This is an optimization exercise on Yosys and OpenROAD, whose aim is small area, not a production implementation. In this exercise RTL edits were held to simulation tests only and were not proved equivalent to the original. The clock input has no modelled driver; a real chip could not lean on it and would need a root buffer or a full tree. No activity file was given, so power comes from the tool's default toggle rates.

onyx:
Design toplevel, start of the top module:
module toplevel(S, DIP, LedEx, SEG, AN, reset, clk, led, usb_tx, usb_rx);
    input reset;
    input clk;
    output reg [7:0] led;
    output [3:0] AN;
    output [7:0] SEG;
    output [23:0] LedEx;
    input [23:0] DIP;
    input [4:0] S;
    input usb_rx;
    output reg usb_tx;
    localparam [6:0] C00 = 7'b0011100;
    localparam [9:0] B000 = 10'b1111010000;
    reg [6:0] c;         
    reg [4:0] C;         
    wire c_mid = c[0] & c[1] & c[2] & ~c[3] & ~c[4] & c[5];
    wire c_end = ~c[0] & c[1] & c[2] & c[3] & ~c[4] & ~c[5];
    wire C_end = C[4] & C[1] & C[0];     
    always @(posedge clk or negedge reset)
        if (!reset) begin
            c <= C00;
            C <= 5'd10;
            led <= 0;
        end else begin
            c <= {c[5:0], ~(c[6] ^ c[5]) ^ c_end};
            if (c_end) begin
                C <= C_end ? 5'd0 : C + 5'd1;
                if (C_end)
                    led <= led + 8'h1;
            end
        end
    reg tx_done;
    wire tx_u868 = c[0] & ~c[1] & c[2] & c[3] & c[4] & ~c[5] & ~C[0] & C[1] & C[4] & usb_tx;
    wire tx_u1737 = c[0] & c[1] & c[2] & c[4] & C[0] & C[1] & C[2] & ~C[3] & ~led[1] & ~usb_tx;
    wire tx_u2606 = ~c[4] & ~c[6] & ~C[0] & ~C[3] & led[0] & usb_tx;
    wire tx_u6951 = ~c[0] & c[1] & c[2] & c[3] & ~c[5] & C[0] & C[1] & C[4] & led[0] & led[1] & ~usb_tx;
    wire tx_u7820 = c[1] & c[2] & c[5] & C[3] & led[2] & usb_tx;
    wire tx_u8689 = ~c[1] & c[2] & ~c[3] & ~c[4] & ~c[6] & C[4] & led[2];
    wire tx_edge = ~tx_done & (tx_u868 | tx_u1737 | tx_u2606 | tx_u6951 | tx_u7820 | tx_u8689);
    always @(posedge clk or negedge reset)
        if (!reset) begin
            usb_tx <= 1;
            tx_done <= 0;
        end else begin
            if (tx_edge)
                usb_tx <= ~usb_tx;
            if (tx_edge & tx_u8689)
                tx_done <= 1;
        end
    reg [15:0] bcd;      
    reg [6:0]  Ka, Kb;   
    reg [1:0]  mx;       
    wire active = ~|S;
  ...
Settings: LEC_CHECK=0, ABC_AREA=1, CAP_MARGIN=20, CORE_MARGIN=2, CORE_UTILIZATION=40, SLEW_MARGIN=20; clock period 10.0 ns.
standard.sh (not shown) runs the stock make flow with config.mk's settings and CLKGATE_MAP_FILE= SYNTH_SCRIPT=/design/flow/synth_recipe.tcl, a recipe that flattens the netlist after the stock synthesis.
==> flow/flow/run.sh <==
#!/bin/bash
# Own flow: the standard layout with these changes
#  - synthesis without the half/full-adder extraction, once with each area-only ABC script
#    flow/abc_*.script; the netlist with the smallest cell area is kept. Registers are mapped
#    exactly as in the standard synthesis (ABC only maps the logic between them)
#  - after floorplan every logic cell is swapped for its smallest size (flow/downsize.tcl)
#  - ports are buffered with sky130_fd_sc_hd__buf_1
#  - clock tree synthesis adds no dummy loads
#  - constant outputs share the synthesis's single tie cell
set -euo pipefail
W=$(pwd)
R="$W/orfs/results/sky130hd/toplevel/base"
REP="$W/orfs/reports/sky130hd/toplevel/base"
LOGS="$W/orfs/logs/sky130hd/toplevel/base"
cp -r "$FLOW_HOME/scripts" "$W/myscripts"
best=""
bestarea=""
n=0
for s in "$W"/flow/abc_*.script; do
  n=$((n + 1))
  cp "$s" "$W/myscripts/abc_area.script"
  if [[ $n -eq 1 ]]; then
    bash standard.sh synth SCRIPTS_DIR="$W/myscripts" ADDER_MAP_FILE= > "$W/synth_$n.log" 2>&1
  else
    bash standard.sh do-yosys SCRIPTS_DIR="$W/myscripts" ADDER_MAP_FILE= > "$W/synth_$n.log" 2>&1
  fi
  cp "$LOGS/1_2_yosys.log" "$W/yosys_$n.log"
  cp "$R/1_2_yosys.v" "$W/netlist_$n.v"
  area=$(grep "Chip area for module" "$REP/synth_stat.txt" | tail -1 | awk '{print $NF}')
  echo "$(basename "$s"): $area" | tee -a "$W/synth_choice.log"
  if [[ -z "$bestarea" ]] || awk -v a="$area" -v b="$bestarea" 'BEGIN { exit !(a < b) }'; then
    best=$n
    bestarea=$area
  fi
done
echo "kept netlist $best ($bestarea)" | tee -a "$W/synth_choice.log"
cp "$W/netlist_$best.v" "$R/1_2_yosys.v"
rm -f "$R/1_synth.odb" "$R/1_synth.sdc"
bash standard.sh synth SCRIPTS_DIR="$W/myscripts" ADDER_MAP_FILE= > "$W/synth_final.log" 2>&1
bash standard.sh finish "POST_FLOORPLAN_TCL=$W/flow/downsize.tcl" "BUFFER_PORTS_ARGS=-buffer_cell sky130_fd_sc_hd__buf_1" \
  "CTS_ARGS=-sink_clustering_enable -repair_clock_nets -dont_use_dummy_load" SKIP_REPAIR_TIE_FANOUT=1 > "$W/layout.log" 2>&1
==> flow/flow/abc_3.script <==
strash
dch -f
amap
topo
==> flow/flow/abc_4.script <==
strash
&get -n
&deepsyn -T 30
&put
dch -f
map -a
topo
Other scripts of this flow, unchanged in this note and not shown: flow/flow/abc_1.script, flow/flow/abc_2.script, flow/flow/downsize.tcl
[inputs] harbor vs onyx
==> flow/flow/abc_3.script <==
strash
&get -n
&deepsyn -T 30
&put
&get -n
&dch -f
&nf -a -R 1000
&put
topo
==> flow/flow/abc_4.script <==
strash
&get -n
&deepsyn -T 30
&dch -f
&nf -a -p -R 1000
&put
topo
==> flow/flow/abc_5.script (new file) <==
strash
&get -n
&deepsyn -T 30
&put
dch -f
amap
&get -n
&st
&dch -f
&nf -a -R 1000
&put
topo
### Flow results
Compared with onyx, harbor degrades setup slack. Worst hold slack in harbor vs onyx: up 40 ps. harbor: die area is 0.63% lower than what onyx reported.


toplevel again, from the RTL that the note above started with.
Settings: LEC_CHECK=0, ABC_AREA=1, CAP_MARGIN=20, CORE_MARGIN=2, CORE_UTILIZATION=40, SLEW_MARGIN=20; clock period 10.0 ns.
==> flow/flow/run.sh <==
#!/bin/bash
# Own flow: the standard layout with these changes
#  - synthesis without the half/full-adder extraction, once with each area-only ABC script
#    flow/abc_*.script; the netlist with the smallest cell area is kept. Registers are mapped
#    exactly as in the standard synthesis (ABC only maps the logic between them)
#  - after floorplan every logic cell is swapped for its smallest size (flow/downsize.tcl)
#  - ports are buffered with sky130_fd_sc_hd__buf_1
#  - the clock tree is built by flow/mantree.tcl: four clock buffers fed by the clock port, each
#    driving one cluster of the flip-flops (clustered by position; clkbuf_16, or clkbuf_8 for a
#    cluster of at most 16)
#  - constant outputs share the synthesis's single tie cell
set -euo pipefail
W=$(pwd)
R="$W/orfs/results/sky130hd/toplevel/base"
REP="$W/orfs/reports/sky130hd/toplevel/base"
LOGS="$W/orfs/logs/sky130hd/toplevel/base"
cp -r "$FLOW_HOME/scripts" "$W/myscripts"
best=""
bestarea=""
n=0
for s in "$W"/flow/abc_*.script; do
  n=$((n + 1))
  cp "$s" "$W/myscripts/abc_area.script"
  if [[ $n -eq 1 ]]; then
    bash standard.sh synth SCRIPTS_DIR="$W/myscripts" ADDER_MAP_FILE= > "$W/synth_$n.log" 2>&1
  else
    bash standard.sh do-yosys SCRIPTS_DIR="$W/myscripts" ADDER_MAP_FILE= > "$W/synth_$n.log" 2>&1
  fi
  cp "$LOGS/1_2_yosys.log" "$W/yosys_$n.log"
  cp "$R/1_2_yosys.v" "$W/netlist_$n.v"
  area=$(grep "Chip area for module" "$REP/synth_stat.txt" | tail -1 | awk '{print $NF}')
  echo "$(basename "$s"): $area" | tee -a "$W/synth_choice.log"
  if [[ -z "$bestarea" ]] || awk -v a="$area" -v b="$bestarea" 'BEGIN { exit !(a < b) }'; then
    best=$n
    bestarea=$area
  fi
done
echo "kept netlist $best ($bestarea)" | tee -a "$W/synth_choice.log"
cp "$W/netlist_$best.v" "$R/1_2_yosys.v"
rm -f "$R/1_synth.odb" "$R/1_synth.sdc"
bash standard.sh synth SCRIPTS_DIR="$W/myscripts" ADDER_MAP_FILE= > "$W/synth_final.log" 2>&1
bash standard.sh finish "POST_FLOORPLAN_TCL=$W/flow/downsize.tcl" "BUFFER_PORTS_ARGS=-buffer_cell sky130_fd_sc_hd__buf_1" \
  "PRE_CTS_TCL=$W/flow/mantree.tcl" SKIP_REPAIR_TIE_FANOUT=1 > "$W/layout.log" 2>&1
==> flow/flow/mantree.tcl <==
# Manual clock tree: split the flip-flop clock pins on net clk into groups by position and drive
# each group from one clock buffer fed by the clock port.
set ngroups [expr {[info exists ::env(MT_GROUPS)] ? $::env(MT_GROUPS) : 4}]
set bufcell [expr {[info exists ::env(MT_BUF)] ? $::env(MT_BUF) : "sky130_fd_sc_hd__clkbuf_16"}]
set block [ord::get_db_block]
set clknet [$block findNet clk]
set sinks {}
foreach it [$clknet getITerms] {
  set inst [$it getInst]
  set bb [$inst getBBox]
  lappend sinks [list $it [expr {([$bb xMin] + [$bb xMax]) / 2}] [expr {([$bb yMin] + [$bb yMax]) / 2}]]
}
set n [llength $sinks]
# k-means on positions, seeded by sorting on x
set sorted [lsort -real -index 1 $sinks]
set cent {}
for {set g 0} {$g < $ngroups} {incr g} {
  set s [lindex $sorted [expr {int(($g + 0.5) * $n / $ngroups)}]]
  lappend cent [list [lindex $s 1] [lindex $s 2]]
}
for {set iter 0} {$iter < 30} {incr iter} {
  set sx [lrepeat $ngroups 0.0]; set sy [lrepeat $ngroups 0.0]; set sc [lrepeat $ngroups 0]
  set assign {}
  foreach s $sinks {
    set best 0; set bd 1e30
    for {set g 0} {$g < $ngroups} {incr g} {
      set c [lindex $cent $g]
      set d [expr {abs([lindex $s 1] - [lindex $c 0]) + abs([lindex $s 2] - [lindex $c 1])}]
      if {$d < $bd} { set bd $d; set best $g }
    }
    lappend assign $best
    lset sx $best [expr {[lindex $sx $best] + [lindex $s 1]}]
    lset sy $best [expr {[lindex $sy $best] + [lindex $s 2]}]
    lset sc $best [expr {[lindex $sc $best] + 1}]
  }
  set newc {}
  for {set g 0} {$g < $ngroups} {incr g} {
    if {[lindex $sc $g] == 0} { lappend newc [lindex $cent $g]; continue }
    lappend newc [list [expr {[lindex $sx $g] / [lindex $sc $g]}] [expr {[lindex $sy $g] / [lindex $sc $g]}]]
  }
  set cent $newc
}
set small [[ord::get_db] findMaster sky130_fd_sc_hd__clkbuf_8]
for {set g 0} {$g < $ngroups} {incr g} {
  # a cluster of at most 16 flip-flops gets the smaller buffer
  set master [[ord::get_db] findMaster $bufcell]
  if {[lindex $sc $g] <= 16} { set master $small }
  set buf [odb::dbInst_create $block $master "clkbuf_man_$g"]
  set net [odb::dbNet_create $block "clknet_man_$g"]
  $net setSigType CLOCK
  [$buf findITerm A] connect $clknet
  [$buf findITerm X] connect $net
  set c [lindex $cent $g]
  $buf setLocation [expr {int([lindex $c 0])}] [expr {int([lindex $c 1])}]
  $buf setPlacementStatus PLACED
  set k 0
  foreach s $sinks a $assign {
    if {$a != $g} { continue }
    set it [lindex $s 0]
    $it disconnect
    $it connect $net
    incr k
  }
  puts "mantree: group $g: $k sinks at $c"
}
# the tree is built: the clock_tree_synthesis call that follows in cts.tcl only marks the clock
# as propagated
rename clock_tree_synthesis {}
proc clock_tree_synthesis {args} {
  puts "mantree: clock tree built by hand, clock_tree_synthesis skipped"
  set_propagated_clock [all_clocks]
}
Other scripts of this flow, unchanged in this note and not shown: flow/flow/abc_1.script, flow/flow/abc_2.script, flow/flow/abc_3.script, flow/flow/abc_4.script, flow/flow/abc_5.script, flow/flow/downsize.tcl
Then changed:
--- a/flow/flow/run.sh
+++ b/flow/flow/run.sh
@@ -6,5 +6,5 @@
 #  - after floorplan every logic cell is swapped for its smallest size (flow/downsize.tcl)
 #  - ports are buffered with sky130_fd_sc_hd__buf_1
-#  - the clock tree is built by flow/mantree.tcl: four clock buffers fed by the clock port, each
+#  - the clock tree is built by flow/mantree.tcl: three clock buffers fed by the clock port, each
 #    driving one cluster of the flip-flops (clustered by position; clkbuf_16, or clkbuf_8 for a
 #    cluster of at most 16)
--- a/flow/flow/mantree.tcl
+++ b/flow/flow/mantree.tcl
@@ -1,5 +1,5 @@
 # Manual clock tree: split the flip-flop clock pins on net clk into groups by position and drive
 # each group from one clock buffer fed by the clock port.
-set ngroups [expr {[info exists ::env(MT_GROUPS)] ? $::env(MT_GROUPS) : 4}]
+set ngroups [expr {[info exists ::env(MT_GROUPS)] ? $::env(MT_GROUPS) : 3}]
 set bufcell [expr {[info exists ::env(MT_BUF)] ? $::env(MT_BUF) : "sky130_fd_sc_hd__clkbuf_16"}]
 set block [ord::get_db_block]
--- a/flow/config.mk
+++ b/flow/config.mk
@@ -9,4 +9,4 @@
 export CAP_MARGIN = 20
 export CORE_MARGIN = 2
-export CORE_UTILIZATION = 40
+export CORE_UTILIZATION = 50
 export SLEW_MARGIN = 20
After rerunning: Utilization came out higher by 11 points; clock power came out lower by a few percent; worst setup slack gets better by 130 ps; critical path depth is unchanged; sequential share of layout area came out higher by 0.70 points.
Then changed:
--- a/flow/flow/run.sh
+++ b/flow/flow/run.sh
@@ -6,7 +6,6 @@
 #  - after floorplan every logic cell is swapped for its smallest size (flow/downsize.tcl)
 #  - ports are buffered with sky130_fd_sc_hd__buf_1
-#  - the clock tree is built by flow/mantree.tcl: three clock buffers fed by the clock port, each
-#    driving one cluster of the flip-flops (clustered by position; clkbuf_16, or clkbuf_8 for a
-#    cluster of at most 16)
+#  - the clock tree is built by flow/mantree.tcl: four clock buffers fed by the clock port, each
+#    driving one cluster of the flip-flops (clustered by position)
 #  - constant outputs share the synthesis's single tie cell
 set -euo pipefail
--- a/flow/flow/mantree.tcl
+++ b/flow/flow/mantree.tcl
@@ -1,5 +1,5 @@
 # Manual clock tree: split the flip-flop clock pins on net clk into groups by position and drive
 # each group from one clock buffer fed by the clock port.
-set ngroups [expr {[info exists ::env(MT_GROUPS)] ? $::env(MT_GROUPS) : 3}]
+set ngroups [expr {[info exists ::env(MT_GROUPS)] ? $::env(MT_GROUPS) : 4}]
 set bufcell [expr {[info exists ::env(MT_BUF)] ? $::env(MT_BUF) : "sky130_fd_sc_hd__clkbuf_16"}]
 set block [ord::get_db_block]
@@ -41,9 +41,6 @@
   set cent $newc
 }
-set small [[ord::get_db] findMaster sky130_fd_sc_hd__clkbuf_8]
+set master [[ord::get_db] findMaster $bufcell]
 for {set g 0} {$g < $ngroups} {incr g} {
-  # a cluster of at most 16 flip-flops gets the smaller buffer
-  set master [[ord::get_db] findMaster $bufcell]
-  if {[lindex $sc $g] <= 16} { set master $small }
   set buf [odb::dbInst_create $block $master "clkbuf_man_$g"]
   set net [odb::dbNet_create $block "clknet_man_$g"]
--- a/flow/config.mk
+++ b/flow/config.mk
@@ -9,4 +9,4 @@
 export CAP_MARGIN = 20
 export CORE_MARGIN = 2
-export CORE_UTILIZATION = 50
+export CORE_UTILIZATION = 40
 export SLEW_MARGIN = 20
Result: Cell count went up by about 6%; routed wire length went up by 1.6%; worst hold slack degrades by 23 ps; via count went up by 1.1%; combinational power is about the same.
No run of this note takes its clock network from TritonCTS; it comes from the design's own scripts or RTL.

## static timing again, ports no longer ideal
Ports are ideal in the flow. The routed layouts listed here were re-timed in OpenROAD.
Step 1 sets driving cells, clkbuf_16 on the clock port and buf_2 on the other inputs (assumed; they add their load-dependent delay and slew).
Step 2 also shifts input and output timing later by t, the mid clock arrival at the registers, as if the neighbouring blocks saw the same clock.
Three values: ideal, step 1, step 2; two values: the first two.
run	shift t [ns]	setup WS [ns]	clock arrival spread, ns	worst data-port slew with drivers (ns)	pins driven straight from the clock port
onyx	0.383	4.637 / 4.647 / 4.264	0.027 / 0.027	0.04	1
harbor	0.378	4.529 / 4.541 / 4.163	0.024 / 0.025	0.03	1
the first run of note 2	0.229	4.366 / 4.418 / 4.190	0.005 / 0.005	0.03	4
the second run of note 2	0.235	4.497 / 4.543 / 4.307	0.023 / 0.023	0.03	3
the third run of note 2	0.225	4.323 / 4.382 / 4.157	0.026 / 0.026	0.03	4
After both steps setup and hold are still met in every run listed. For onyx, which loses most, drivers alone change the setup slack by +0.010 ns; drivers and shift together by -0.373 ns.
